From an optimization exercise on the open Yosys and OpenROAD flow, aimed at small area; shortcuts taken in it are not production practice. Function was checked by simulation only, so behaviour that the tests miss may differ from the original. Power and IR drop assume default switching activity.

// systolic_array_3x3
module systolic_array_3x3(
    input clk,
    input rst,
    input [71:0] a,
    input [71:0] b,
    output [143:0] c
);
reg [7:0] a00n, a01n, a02n, a10n, a11n, a12n, a20n, b00n, b10n, b20n, b01n, b11n, b21n, b02n;
reg [15:0] c11, c12, c21, c22;
wire [15:0] c00, c01, c02, c10, c20;
wire [15:0] n11, n12, n21, n22;
always @(posedge clk or posedge rst) begin
    if (rst) begin
        a00n <= 8'hff;
        a01n <= 8'hff;
        a02n <= 8'hff;
        a10n <= 8'hff;
        a11n <= 8'hff;
        a12n <= 8'hff;
        a20n <= 8'hff;
        b00n <= 8'hff;
        b10n <= 8'hff;
        b20n <= 8'hff;
        b01n <= 8'hff;
        b11n <= 8'hff;
        b21n <= 8'hff;
        b02n <= 8'hff;
        c11 <= 16'd0; c12 <= 16'd0; c21 <= 16'd0; c22 <= 16'd0;
    end else begin
        a00n <= ~a[7:0];
        a01n <= ~a[15:8];
        a02n <= ~a[23:16];
        a10n <= a00n;
        a11n <= a01n;
        a12n <= a02n;
        a20n <= a10n;
        b00n <= ~b[7:0];
        b10n <= ~b[31:24];
        b20n <= ~b[55:48];
        b01n <= b00n;
        b11n <= b10n;
        b21n <= b20n;
        b02n <= b01n;
        c11 <= n11; c12 <= n12; c21 <= n21; c22 <= n22;
    end
end
assign c = {c22, c21, c20, c12, c11, c10, c02, c01, c00};
wire p1;
wire p2;
wire p3;
wire p4;
wire p5;
wire p6;
wire p7;
wire p8;
wire p9;
wire p10;
wire p11;
  ...
Settings: LEC_CHECK=0, CAP_MARGIN=20, CORE_MARGIN=2, CORE_UTILIZATION=40, CTS_BUF_LIST=sky130_fd_sc_hd__clkbuf_8, PLACE_DENSITY=0.6, SLEW_MARGIN=20, SYNTH_HIERARCHICAL=1, BUFFER_PORTS_ARGS=-buffer_cell sky130_fd_sc_hd__buf_1, CTS_ARGS=-sink_clustering_enable -repair_clock_nets -buf_list sky130_fd_sc_hd__clkbuf_8 -dont_use_dummy_load, GPL_KEEP_OVERFLOW=0; clock period 8.0 ns.
standard.sh (not shown) runs the stock make flow with config.mk's settings and CLKGATE_MAP_FILE= SYNTH_SCRIPT=/design/flow/synth_recipe.tcl, a recipe that flattens the netlist after the stock synthesis.
==> flow/flow/run.sh <==
#!/bin/bash
# Own layout flow: the standard ORFS flow (standard.sh, unchanged
# synthesis) with three placement/clock-tree settings changed:
#  - the port buffers use the smallest buffer cell instead of the default;
#  - the clock tree is built from clkbuf_8 cells without dummy loads;
#  - buffers that timing-driven global placement adds as a trial are not kept.
# ORFS keeps each step's full log under orfs/logs/; make's own output goes to
# standard_flow.log in this folder.
set -euo pipefail
cat >> config.mk <<'EOM'
export BUFFER_PORTS_ARGS = -buffer_cell sky130_fd_sc_hd__buf_1
export CTS_ARGS = -sink_clustering_enable -repair_clock_nets -buf_list sky130_fd_sc_hd__clkbuf_8 -dont_use_dummy_load
export GPL_KEEP_OVERFLOW = 0
EOM
bash standard.sh > standard_flow.log 2>&1
Rerun with:
--- a/flow/design.v
+++ b/flow/design.v
@@ -3109,10 +3109,13 @@
 endmodule
 module ha(input a, input b, output s, output co);
     assign s = a ^ b;
     assign co = a & b;
 endmodule
+module an(input a, input b, output y);
+    assign y = a & b;
+endmodule
 module xr(input a, input b, output y);
     assign y = a ^ b;
 endmodule
 module xn(input a, input b, output y);
     assign y = ~(a ^ b);
=>
- setup slack does not change
- fmax does not change
- count of clock-buffer cells in the layout does not change
- hold slack does not change
- core utilization is unchanged
- synthesized area does not change

--- another note on this design; it stands on its own ---

Design systolic_array_3x3, start of the top module:
module systolic_array_3x3(
    input clk,
    input rst,
    input [71:0] a,
    input [71:0] b,
    output [143:0] c
);
reg [7:0] a00n, a01n, a02n, a10n, a11n, a12n, a20n, b00n, b10n, b20n, b01n, b11n, b21n, b02n;
reg [15:0] c11, c12, c21, c22;
wire [15:0] c00, c01, c02, c10, c20;
wire [15:0] n11, n12, n21, n22;
always @(posedge clk or posedge rst) begin
    if (rst) begin
        a00n <= 8'hff;
        a01n <= 8'hff;
        a02n <= 8'hff;
        a10n <= 8'hff;
        a11n <= 8'hff;
        a12n <= 8'hff;
        a20n <= 8'hff;
        b00n <= 8'hff;
        b10n <= 8'hff;
        b20n <= 8'hff;
        b01n <= 8'hff;
        b11n <= 8'hff;
        b21n <= 8'hff;
        b02n <= 8'hff;
        c11 <= 16'd0; c12 <= 16'd0; c21 <= 16'd0; c22 <= 16'd0;
    end else begin
        a00n <= ~a[7:0];
        a01n <= ~a[15:8];
        a02n <= ~a[23:16];
        a10n <= a00n;
        a11n <= a01n;
        a12n <= a02n;
        a20n <= a10n;
        b00n <= ~b[7:0];
        b10n <= ~b[31:24];
        b20n <= ~b[55:48];
        b01n <= b00n;
        b11n <= b10n;
        b21n <= b20n;
        b02n <= b01n;
        c11 <= n11; c12 <= n12; c21 <= n21; c22 <= n22;
    end
end
assign c = {c22, c21, c20, c12, c11, c10, c02, c01, c00};
wire p1;
wire p2;
wire p3;
wire p4;
wire p5;
wire p6;
wire p7;
wire p8;
wire p9;
wire p10;
wire p11;
wire p12;
wire p13;
wire p14;
wire p15;
wire p16;
wire p17;
wire p18;
wire p19;
wire p20;
wire p21;
wire p22;
wire p23;
  ...
Settings: LEC_CHECK=0, CAP_MARGIN=20, CORE_MARGIN=2, CORE_UTILIZATION=40, CTS_BUF_LIST=sky130_fd_sc_hd__clkbuf_8, PLACE_DENSITY=0.6, SLEW_MARGIN=20, SYNTH_HIERARCHICAL=1, BUFFER_PORTS_ARGS=-buffer_cell sky130_fd_sc_hd__buf_1; clock period 8.0 ns.
standard.sh (not shown) runs the stock make flow with config.mk's settings and CLKGATE_MAP_FILE= SYNTH_SCRIPT=/design/flow/synth_recipe.tcl, a recipe that flattens the netlist after the stock synthesis.
==> flow/flow/run.sh <==
#!/bin/bash
# Own layout flow: the standard ORFS flow (standard.sh, unchanged synthesis),
# with the port buffers made from the smallest buffer cell instead of the
# default, and the clock tree built without dummy loads. Each tool's output goes
# to a log file in this work folder (ORFS also keeps its per-step logs under
# orfs/logs/).
set -euo pipefail
cat >> config.mk <<'EOM'
export BUFFER_PORTS_ARGS = -buffer_cell sky130_fd_sc_hd__buf_1
EOM
bash standard.sh > standard_flow.log 2>&1
The baseline ran to the end with no violations.
==> next run, changes <==
--- a/flow/config.mk
+++ b/flow/config.mk
@@ -11 +10,0 @@
-export CTS_BUF_LIST = sky130_fd_sc_hd__clkbuf_8
=> The changed run produced a clean layout; design area increases by 0.96%; synthesized cell count is unchanged; power increases by 3.6%; combinational power is about the same; first-iteration DRC count goes down by 10%; worst setup slack gets better by 71 ps; synthesized area is unchanged.

## port drivers added, routing unchanged
Ports are ideal in the flow. The routed layouts listed here were re-timed in OpenROAD.
Step 1: set_driving_cell puts a clkbuf_16 on clk and a buf_2 on each other input, an assumption about the parent block.
Step 2 times the ports against the registers' clock, not the clock port: input delays grow and output delays shrink by t, the midpoint of the rising clock arrivals with the driver on.
a / b / c = ideal / step 1 / step 2; a / b = the first two.
run | shift t [ns] | slack for setup (ns) | worst setup path after step 2 | cell pins on the clock port's net
the first run of note 1 | 0.591 | 0.344 / 0.297 / 0.714 | register to register | 1
the second run of note 1 | 0.591 | 0.344 / 0.297 / 0.714 | register to register | 1
the first run of note 2 | 0.600 | 0.366 / 0.317 / 0.826 | register to register | 1
the second run of note 2 | 0.538 | 0.437 / 0.385 / 0.822 | register to register | 1
After both steps every run listed still meets setup and hold.
